Background: an optimization exercise with open tools, aiming at small area. Do not read the settings as production practice. Function not checked in this run: the RTL went through the layout flow alone. No activity file was given, so power comes from the tool's default toggle rates.

$ cat flow/config.mk
export PLATFORM = sky130hd
export DESIGN_NAME = proc
export DESIGN_NICKNAME = proc
export VERILOG_FILES = /design/flow/design.v
export SDC_FILE = /design/flow/constraint.sdc
export NUM_CORES = 4
export LEC_CHECK = 0
export CAP_MARGIN = 20
export CORE_MARGIN = 2
export CORE_UTILIZATION = 60
export PLACE_DENSITY = 0.72
export SLEW_MARGIN = 20
$ cat flow/constraint.sdc
create_clock -name core_clock -period 10.0 [get_ports {clk}]
set_input_delay 2.0000 -clock core_clock [delete_from_list [all_inputs] [get_ports {clk}]]
set_output_delay 2.0000 -clock core_clock [all_outputs]
set_load 0.01 [all_outputs]
$ cat flow/design.v
module proc(
  input         clk,
  input         reset,
  input         enable_pc_external,
  output [15:0] imem_addr,
  input  [15:0] imem_data,
  output        rf_we,
  output [2:0]  rf_waddr,
  output [15:0] rf_wdata,
  output        st_valid,
  output [15:0] st_addr,
  output [15:0] st_data
);
  integer k;
  reg [15:0]  pc;
  reg [15:0]  di;               
  reg [127:0] rf;               
  reg [23:0]  tkt;              
  reg [7:0]   rob_v;            
  reg [7:0]   rob_we;           
  reg [23:0]  rob_addr;
  reg [127:0] rob_res;
  reg [2:0]   tail, head;
  reg [15:0] e_res, e_data;     
  reg [2:0]  e_dest, e_tick;
  reg        e_twe, e_st;
  reg [1:0]  e_bp;
  reg [15:0] t_res, t_data;
  reg [2:0]  t_dest, t_tick;
  reg        t_twe, t_st;
  reg [1:0]  t_bp;
  reg [2:0]  c_dest, c_tick;
  reg        c_twe, c_bp;
  reg [2:0]  w_dest, w_tick;
  reg        w_twe, w_bp;
  reg [5:0]  l_v;
  reg [17:0] l_tick;
  wire [3:0] op = di[15:12];
  wire is_nop  = op == 4'b0000;
  wire is_add  = op == 4'b0001;
  wire is_sub  = op == 4'b0010;
  wire is_mov  = op == 4'b0011;
  wire is_cmp  = op == 4'b0100;
  wire is_bnz  = op == 4'b0101;
  wire is_ld   = op == 4'b0110;
  wire is_st   = op == 4'b0111;
  wire is_long = op == 4'b1000;
  wire is_exc  = op == 4'b1111;
  wire use_a = is_add | is_sub | is_cmp | is_bnz | is_ld;
  wire use_b = is_add | is_sub | is_cmp | is_bnz;
  wire we_op = is_add | is_sub | is_mov | is_cmp | is_ld | is_long;
  wire tk_op = we_op | is_st | is_exc;
  wire [1:0] bp_op = is_ld ? 2'b10 :
                     (is_nop | is_bnz | is_st | is_exc) ? 2'b00 : 2'b01;
  wire [2:0] opa = di[8:6];
  wire [2:0] opb = is_st ? di[11:9] : di[2:0];
  reg [2:0]  tka, tkb;
  reg [15:0] rfa, rfb;
  reg        ra_v, rb_v;
  reg [2:0]  ra_addr, rb_addr;
  reg [15:0] ra_res, rb_res;
  always @(*) begin
    tka = tkt[opa*3 +: 3];
    tkb = tkt[opb*3 +: 3];
    rfa = rf[opa*16 +: 16];
    rfb = rf[opb*16 +: 16];
    ra_v = rob_v[tka];
    rb_v = rob_v[tkb];
    ra_addr = rob_addr[tka*3 +: 3];
    rb_addr = rob_addr[tkb*3 +: 3];
    ra_res = rob_res[tka*16 +: 16];
    rb_res = rob_res[tkb*16 +: 16];
  end
  wire am = ra_addr == opa;
  wire bm = rb_addr == opb;
  reg [5:0] lm_a, lm_b;
  always @(*) begin
    for (k = 0; k < 6; k = k + 1) begin
      lm_a[k] = l_v[k] & (l_tick[k*3 +: 3] == tka);
      lm_b[k] = l_v[k] & (l_tick[k*3 +: 3] == tkb);
    end
  end
  wire e_hit_a = (e_dest == opa) & (e_tick == tka) & (e_bp != 2'b00);
  wire t_hit_a = (t_dest == opa) & (t_tick == tka) & (t_bp != 2'b00);
  wire c_hit_a = (c_dest == opa) & (c_tick == tka) & c_bp;
  wire w_hit_a = (w_dest == opa) & (w_tick == tka) & w_bp;
  wire e_hit_b = (e_dest == opb) & (e_tick == tkb) & (e_bp != 2'b00);
  wire t_hit_b = (t_dest == opb) & (t_tick == tkb) & (t_bp != 2'b00);
  wire c_hit_b = (c_dest == opb) & (c_tick == tkb) & c_bp;
  wire w_hit_b = (w_dest == opb) & (w_tick == tkb) & w_bp;
  reg fw_a, zr_a, stall_a, fw_b, zr_b, stall_b;
  always @(*) begin
    fw_a = 1'b0; zr_a = 1'b0; stall_a = 1'b0;
    if (use_a) begin
      if (e_hit_a) begin
        if (e_bp == 2'b01) begin fw_a = 1'b1; zr_a = !e_twe; end
        else if (e_bp == 2'b10) stall_a = 1'b1;
      end
      else if (t_hit_a) begin
        if (t_bp == 2'b01) begin fw_a = 1'b1; zr_a = !t_twe; end
        else if (t_bp == 2'b10) stall_a = 1'b1;
      end
      else if (c_hit_a) begin fw_a = 1'b1; zr_a = !c_twe; end
      else if (w_hit_a) begin fw_a = 1'b1; zr_a = !w_twe; end
      else if (|lm_a[4:0] & am) stall_a = 1'b1;
      else if ((lm_a[5] | ra_v) & am) fw_a = 1'b1;
    end
  end
  always @(*) begin
    fw_b = 1'b0; zr_b = 1'b0; stall_b = 1'b0;
    if (use_b) begin
      if (e_hit_b) begin
        if (e_bp == 2'b01) begin fw_b = 1'b1; zr_b = !e_twe; end
        else if (e_bp == 2'b10) stall_b = 1'b1;
      end
      else if (t_hit_b) begin
        if (t_bp == 2'b01) begin fw_b = 1'b1; zr_b = !t_twe; end
        else if (t_bp == 2'b10) stall_b = 1'b1;
      end
      else if (c_hit_b) begin fw_b = 1'b1; zr_b = !c_twe; end
      else if (w_hit_b) begin fw_b = 1'b1; zr_b = !w_twe; end
      else if (|lm_b[4:0] & bm) stall_b = 1'b1;
      else if ((lm_b[5] | rb_v) & bm) fw_b = 1'b1;
    end
    else if (is_st) begin
      stall_b = (tail != head) & ({1'b0, tail} != {1'b0, head} + 4'd1);
    end
  end
  wire [15:0] regA = fw_a ? (zr_a ? 16'h0000 : ra_res) : rfa;
  wire [15:0] regB = fw_b ? (zr_b ? 16'h0000 : rb_res) : rfb;
  wire stall = stall_a | stall_b;
  wire clean = is_bnz & (regA != 16'h0000);
  wire alloc = !stall & tk_op;
  wire [15:0] imm = (is_ld | is_st) ? {10'b0, di[5:0]} : {7'b0, di[8:0]};
  wire        subm = is_sub | is_cmp;
  wire [15:0] bop = (is_ld | is_st) ? imm : regB;
  wire [15:0] sum = regA + (subm ? ~bop : bop) + {15'b0, subm};
  reg  [15:0] alu_out;
  always @(*) begin
    if (is_add | is_sub | is_ld | is_st) alu_out = sum;
    else if (is_mov | is_long) alu_out = imm;
    else if (is_cmp) alu_out = {15'b0, sum == 16'h0000};
    else alu_out = 16'h0000;
  end
  assign imem_addr = pc;
  always @(posedge clk) begin
    if (!stall & enable_pc_external)
      pc <= !reset ? 16'h000c : clean ? regB : pc + 16'd1;
  end
  always @(posedge clk) begin
    if (!reset | clean) di <= 16'h0000;
    else if (!stall) di <= imem_data;
  end
  always @(posedge clk) begin
    if (!reset) begin
      tkt <= 24'h0;
      tail <= 3'd0;
    end
    else if (!stall) begin
      if (we_op) tkt[di[11:9]*3 +: 3] <= tail;
      if (tk_op) tail <= tail + 3'd1;
    end
  end
  wire e_clr = !reset | stall | is_long;
  always @(posedge clk) begin
    e_res  <= sum;
    e_data <= rfb;
    e_dest <= di[11:9];
    e_tick <= tail;
    if (e_clr) begin
      e_bp <= 2'b00; e_st <= 1'b0; e_twe <= 1'b0;
    end else begin
      e_bp <= bp_op; e_st <= is_st; e_twe <= tk_op;
    end
    t_res <= e_res; t_data <= e_data; t_dest <= e_dest; t_tick <= e_tick;
    c_dest <= t_dest; c_tick <= t_tick;
    w_dest <= c_dest; w_tick <= c_tick;
    if (!reset) begin
      t_bp <= 2'b00; t_st <= 1'b0; t_twe <= 1'b0;
      c_bp <= 1'b0;  c_twe <= 1'b0;
      w_bp <= 1'b0;  w_twe <= 1'b0;
    end else begin
      t_bp <= e_bp;  t_st <= e_st; t_twe <= e_twe;
      c_bp <= |t_bp; c_twe <= t_twe;
      w_bp <= c_bp;  w_twe <= c_twe;
    end
    l_tick <= {l_tick[14:0], tail};
    l_v    <= reset ? {l_v[4:0], is_long} : 6'b0;
  end
  assign st_valid = t_st;
  assign st_addr  = t_res;
  assign st_data  = t_data;
  always @(posedge clk) begin
    for (k = 0; k < 8; k = k + 1) begin
      if (!reset | (tail == k))
        rob_v[k] <= 1'b0;
      else if ((w_twe & (w_tick == k)) | (l_v[5] & (l_tick[17:15] == k)))
        rob_v[k] <= 1'b1;
      if (alloc & (tail == k)) begin
        rob_we[k] <= we_op;
        rob_addr[k*3 +: 3] <= is_exc ? 3'b000 : di[11:9];
        rob_res[k*16 +: 16] <= alu_out;
      end
    end
    if (!reset) head <= 3'd0;
    else if (rob_v[head]) head <= head + 3'd1;
  end
  assign rf_we    = rob_v[head] & rob_we[head];
  assign rf_waddr = rob_addr[head*3 +: 3];
  assign rf_wdata = rob_res[head*16 +: 16];
  always @(posedge clk) begin
    if (!reset) rf <= 128'h0;
    else if (rf_we) rf[rf_waddr*16 +: 16] <= rf_wdata;
  end
endmodule
$ cat flow/run.sh
#!/bin/bash
# synth_recipe.tcl (not shown) runs the flow's synth.tcl, then flattens the netlist and writes it again
# the make line also repeats each setting of config.mk as NAME=value (left out here)
make -C /OpenROAD-flow-scripts/flow DESIGN_CONFIG=/design/flow/config.mk WORK_HOME=/design/flow/orfs CLKGATE_MAP_FILE= SYNTH_SCRIPT=/design/flow/synth_recipe.tcl finish
==> notes.md <==
* Run status: complete, no violations
* Via count at 20.7k
* Setup ws final at 790 ps
* Placed Area at 26000 um2
* Core Area at around 41000 um2
* WL final at 81.7 mm
* Die H at 207 um
* Largest net degree at the start of global routing at 117
* Max_slew headroom at 0.237
* Crit path launch: di[15]
* Clk latency of the worst-skew pair at roughly 600 ps
* WL met2 at 35.8 mm
* Final instance area at approximately 28000 um2
* Pins Over Slew Limit at 0
* Worst Setup Start Kind: flip-flop
* CP arrival at 9530 ps
* Critical path endpoint category: flip-flop
* DRT Pass-1 Iters at 6
* Register Area at 11200 um2
* # diodes at 0
* Post-cts repair resize count at 0
* Post-CTS setup repair buffer count at 0
* Fin crit share at 0.921
* Final clock skew at 21.2 ps
* LEAKAGE at 0.0101 uW
* Final min period at 9210 ps
* Worst hold start: e_res[4]
* M1 WL at between 30 and 40 mm
* Starting DRT DRC Count at 3180
* CP max FO at 25
* Area leader, netlist: dfxtp_1
* RSZ-0062 raised after global routing: no
* Final setup viols at 0
* Ports at 88
* Setup WS pre-CTS at 1070 ps
* CTS root buffer: clkbuf_16
* Max layer used: met5
* Yosys cell types at 88
* # hold bufs at CTS at 0
* Initial antenna violation count at 4
* Clock Sinks at 470
* Synth-to-Final Area Change at 12.3%
* Max_cap viols at 0
* Mapped cell area at 24700 um2
* Ys flop type: dfxtp_1
* DPL Wire Length at approximately 56 mm
* Ys Warns at 1
* Drt via density at 6.94
* Register area share after synthesis at 0.452
* Multi-input gate area at 12700 um2
* Hold WC Path Type: flip-flop to flip-flop
* Die Span X at ~210 um
* WP data required at a little over 10000 ps
* Worst-Margin Slew at 1120 ps
* CTS clk-pin slew, worst paths at 60 ps
* Most frequent cells in the layout: dfxtp_1, nor2_1, nand2_1
* Max Root-Sink Buffers at 3
* Slowest-stage cell, CP: dfxtp_1
* Fill count at 3083
* EDFF count, synth at about 180
* Synthesized area per cell at 10.3 um2
* Row count at 74
* Synthesized instance count at 2390
* RR Startpoint: di[15]
* Asr flop ratio synth at 0
* Power density over cell area at between 150 and 200 nW/um2
* Final hold vios at 0
* H-tree depth at 2
* Vias in the first global route at between 15k and 20k
* Starting Density at 0.607
* FMAX at 0.109 GHz
* Wire per inst at roughly 27 um
* Num CTS Buffers at 49
* DR WL met3 at 10.1 mm
* Commonest non-fill, non-tap cell in the layout: dfxtp_1
* Syn nets at 2440
* Post-route ant nets at 0
* Worst path max stage delay at just over 800 ps
* First-pass GRT wire length at 122 mm
* Yosys reg bits at between 400 and 500
* Ranking of synthesized cells by area: dfxtp_1, edfxtp_1, mux4_2
* Remaining Overflow, GRT at 0
* Buffers on Ports at 87
* Drt drc at 0
* Die area at 42800 um2
* Final #Nets at 2461
* Tot GR Track Use at 0.382
* Setup Crit Path Kind: flip-flop to flip-flop
* Layout cells sized above 1 at 0.145
* Post-synth top area share at 0.238
* Setup TNS at 0 ps
* Max VDD drop at 0.000188 V
* CTS tree: yes
* GP Congestion at 0.963
* CP most frequent cell: a21oi_1
cell usage after synthesis (8+ instances only):
cell type and n:
dfxtp_1 294, nor2_1 280, nand2_1 248, edfxtp_1 176, a22oi_1 137, clkbuf_1 123
nand3_1 119, mux4_2 116, a21oi_1 84, xnor2_1 80, mux2_2 69, and2_1 60
a211oi_1 57, mux2i_1 52, and3_1 47, inv_1 39, a31oi_1 34, ha_1 30
buf_1 23, o21ai_0 23, nor3_1 22, xor2_1 22, a311oi_1 20, buf_2 17
nor2b_1 13, nand4_1 12, nor4_1 11, and4_1 10, nand2b_1 10, a22o_1 9
a21o_1 8
power breakdown:
part | internal [uW] | switching [uW]
registers | 2100 | 101
logic | 325 | 565
clock network | 1180 | 768
total | 3600 | 1440
cell type report:
type | count | share of cell area
well taps | 532 | 0.0240
repair buffers | 142 | 0.0464
multi-input cells | 1707 | 0.459
inverters | 41 | 0.00563
clock buffers | 71 | 0.0543
clock inverters | 20 | 0.00829
flip-flops and latches | 470 | 0.403
path summary, 6_finish.rpt:
path                 endpoint  slack (ps)  cells past startpoint
setup / recovery  rob_res[32]         790                     31
hold / removal       t_res[4]         320                      0
setup reg to reg  rob_res[32]         790                     31
hold reg to reg      t_res[4]         320                      0
registers in the layout, summed over array words and instances, names as in the netlist, 3 cells and up:
signal / count
rf: 128
di: 16
e_data: 16
rob_we: 8
c_dest: 3
pc: 16
rob_res: 128
l_v: 6
rob_v: 8
l_tick: 18
head: 3
t_data: 16
t_res: 16
t_dest: 3
tkt: 24
tail: 3
e_res: 16
w_dest: 3
e_dest: 3
rob_addr: 24
metrics by stage:
| step | utilization | hold slack [ps] | instances | total power [uW] |
|---|---|---|---|---|
| final | 0.681 | 317 | 2983 | 5040 |
| after global placement | 0.639 | 310 | 2892 | 3090 |
| after global routing | 0.681 | 329 | 2983 | 5190 |
| after detailed placement | 0.639 | 312 | 2892 | 3100 |
| after floorplan | - | 310 | 2390 | 2750 |
| after CTS | 0.681 | 318 | 2983 | 5020 |
per-layer routing:
layer	GRT usage	vias to the layer above
met3	0.0852	256
li1	-	8955
met2	0.565	1448
met4	0.149	4
met1	0.549	10026
met5	0	-
logic make-up (layout without fill, tap and decap cells):
kind of cell,Yosys count,after routing,synth area share
simple gates,868,868,0.163
flops,470,470,0.452
compound gates,467,467,0.137
mux,239,239,0.160
buf+inv,213,274,0.0349
xor+xnor,102,102,0.0361
fa+ha+maj,31,31,0.0160
critical path, delay by kind of cell, from the launching register on:
kind                       cells  cell delay, ps
xor gates and xnor gates       2             260
and+or+nand+nor                5            2200
DFF                            1             810
AOI/OAI and AO/OA             21            4830
adders and majority gates      1             300
buffers and inverters          2             530

## re-timing with driven ports
In the flow no input, the clock included, has a driving cell. The finished layout below was timed again as built, in two steps.
Step 1 sets driving cells, clkbuf_16 on the clock port and buf_2 on the other inputs (assumed; they add their load-dependent delay and slew).
Step 2 adds t to the input delays and takes it off the output delays; t is the mean of the earliest and latest rising clock arrival at the registers after step 1. Input paths then give back, and output paths get back, about the clock's delay inside the block.
a / b / c = no drivers / after step 1 / after step 2; a / b = the first two.
shift t [ns]: 0.647
setup slack, ns: 0.790 / 0.790 / 0.790
hold slack, ns: 0.317 / 0.317 / 0.317
worst slew at a driven data input, ns: 0.09
After both steps setup and hold are still met in this run. The setup slack of this run moves by 0.000 ns with the drivers and by 0.000 ns with both steps.
